Background: an optimization exercise with open tools, aiming at small area. Do not read the settings as production practice.
Function was checked by simulation only, so behaviour that the tests miss may differ from the original.

==> flow/design.v <==
`timescale 1ns / 1ps
module packet_decoder(
    input wire clk,
    input wire rst,
    input wire [31:0] packet4_byte,
    input wire data_valid,
    input wire last_valid,
    input wire [3:0] keep,
    output wire [31:0] payload,
    output wire payload_valid,
    output wire [47:0] dest_addr,  
    output wire [47:0] src_addr,  
    output wire [31:0] vlan_tag,  
    output wire [15:0] eth_type,  
    output wire payload_last_valid,
    output wire [3:0] payload_keep,
    output wire dest_addr_valid,
    output wire src_addr_valid,
    output wire vlan_tag_valid,
    output wire eth_type_valid
    );
    reg [8:0]  cnt;        
    reg        vlan_q;     
    reg        pv_q;       
    reg        plv_q;      
    reg        ovf_q;      
    reg        ovk_q;      
    reg [3:1]  pk_q;       
    reg [31:0] a_q;
    reg [31:0] b_q;
    reg [15:0] ph_q;
    reg [15:0] pl_q;
    wire hi0  = ~|cnt[8:3];
    wire c0   = hi0 & (cnt[2:0] == 3'd0);
    wire c1   = hi0 & (cnt[2:0] == 3'd1);
    wire c2   = hi0 & (cnt[2:0] == 3'd2);
    wire c3   = hi0 & (cnt[2:0] == 3'd3);
    wire c4   = hi0 & (cnt[2:0] == 3'd4);
    wire c5   = hi0 & (cnt[2:0] == 3'd5);
    wire dflt = ~hi0 | (cnt[2:0] == 3'd6) | (cnt[2:0] == 3'd7);    
    wire mtu  = cnt[8] & cnt[6] & cnt[5] & cnt[4] & cnt[3] & cnt[2];
    wire dv    = data_valid & ~ovf_q;             
    wire endw  = dv & dflt & (last_valid | mtu);  
    wire fin   = (endw & ~keep[2]) | ovf_q;       
    wire istag = (packet4_byte[31:16] == 16'h8100);
    wire a_lo_we = dv & (c0 | c2 | c3 | (c4 & vlan_q));
    wire a_hi_we = dv & ~c1;
    wire ph_we   = dv & ((c4 & ~vlan_q) | c5 | dflt);
    wire pl_in   = (c3 & ~istag) | (c4 & vlan_q);
    wire pl_we   = (dv & (pl_in | (c5 & ~vlan_q) | dflt)) | ovf_q;
    always @(posedge clk, negedge rst) begin
        if (!rst) begin
            cnt   <= 9'd0;
            pv_q  <= 1'b0;
            plv_q <= 1'b0;
            ovf_q <= 1'b0;
        end
        else begin
            if (fin)
                cnt <= 9'd0;
            else if (data_valid | ovf_q)
                cnt <= cnt + 9'd1;
            if (fin)
                pv_q <= 1'b0;
            else if (dv & ((c4 & ~vlan_q) | (c5 & vlan_q)))
                pv_q <= 1'b1;
            if (fin)
                plv_q <= 1'b1;
            else if (~data_valid & ~ovf_q & c0)
                plv_q <= 1'b0;
            ovf_q <= endw & keep[2];
        end
    end
    always @(posedge clk) begin
        ovk_q <= keep[3];
        if (fin)
            pk_q <= ovf_q ? {2'b00, ovk_q} : {keep[1], keep[0], 1'b1};
        if (dv & c3)
            vlan_q <= istag;
        if (a_lo_we)
            a_q[15:0] <= packet4_byte[15:0];
        if (a_hi_we)
            a_q[31:16] <= packet4_byte[31:16];
        if (dv & c1)
            b_q <= packet4_byte;
        if (ph_we)
            ph_q <= packet4_byte[15:0];
        if (pl_we)
            pl_q <= (dv & pl_in) ? packet4_byte[31:16] : a_q[31:16];
    end
    assign payload            = {ph_q, pl_q};
    assign payload_valid      = pv_q;
    assign payload_last_valid = plv_q;
    assign payload_keep       = {pk_q, 1'b1};
    assign dest_addr          = {b_q[15:0], a_q};
    assign src_addr           = {a_q, b_q[31:16]};
    assign vlan_tag           = a_q;
    assign eth_type           = a_q[15:0];
    assign dest_addr_valid = c2;
    assign src_addr_valid  = c3;
    assign vlan_tag_valid  = c4 & vlan_q;
    assign eth_type_valid  = c5;
endmodule
export LEC_CHECK = 0
export CAP_MARGIN = 20
export CORE_MARGIN = 2
export CORE_UTILIZATION = 65
export CTS_BUF_LIST = sky130_fd_sc_hd__clkbuf_4
export SLEW_MARGIN = 20
create_clock -name core_clock -period 5.0 [get_ports {clk}]
standard.sh (not shown) runs the stock make flow with config.mk's settings and CLKGATE_MAP_FILE= SYNTH_SCRIPT=/design/flow/synth_recipe.tcl, a recipe that flattens the netlist after the stock synthesis.
==> flow/flow/run.sh <==
#!/bin/bash
# Standard ORFS layout, with two changes to how it is built:
#  - port buffers are buf_1 cells (the smallest buffer) instead of the default choice;
#  - clock tree from clkbuf_4 cells without dummy balancing loads.
set -euo pipefail
export BUFFER_PORTS_ARGS="-buffer_cell sky130_fd_sc_hd__buf_1"
export CTS_ARGS="-sink_clustering_enable -repair_clock_nets -dont_use_dummy_load -buf_list sky130_fd_sc_hd__clkbuf_4 -root_buf sky130_fd_sc_hd__clkbuf_4"
bash standard.sh finish > flow_make.log 2>&1
The starting point produced a clean layout.
Then changed:
==> flow/run.sh (new file) <==
#!/bin/bash
# synth_recipe.tcl (not shown) runs the flow's synth.tcl, then flattens the netlist and writes it again
# the make line also repeats each setting of config.mk as NAME=value (left out here)
make -C /OpenROAD-flow-scripts/flow DESIGN_CONFIG=/design/flow/config.mk WORK_HOME=/design/flow/orfs CLKGATE_MAP_FILE= SYNTH_SCRIPT=/design/flow/synth_recipe.tcl finish
removed: flow/flow/run.sh
removed: flow/standard.sh
What happened:
- Now the flow never finished: it broke off in clock tree synthesis (4_1_cts) (DPL-0033)
- synthesized cell count is unchanged
- synthesized area does not change

[afterwards: timing with drivers on the ports]
The flow's constraints put no driver on any port. The routed layout listed below was extracted and timed again, unchanged, in two steps.
Step 1 sets driving cells, clkbuf_16 on the clock port and buf_2 on the other inputs (assumed; they add their load-dependent delay and slew).
Step 2 adds t to the input delays and takes it off the output delays; t is the mean of the earliest and latest rising clock arrival at the registers after step 1. Input paths then give back, and output paths get back, about the clock's delay inside the block.
Slacks: ideal / step 1 / step 2; pairs: ideal / step 1.
run: the first run
shift t [ns]: 0.494
setup slack, ns: 1.806 / 1.777 / 1.555
clock arrival spread, ns: 0.047 / 0.047
After both steps the first run still meets setup and hold. The setup slack of the first run moves by -0.029 ns with the drivers and by -0.251 ns with both steps.
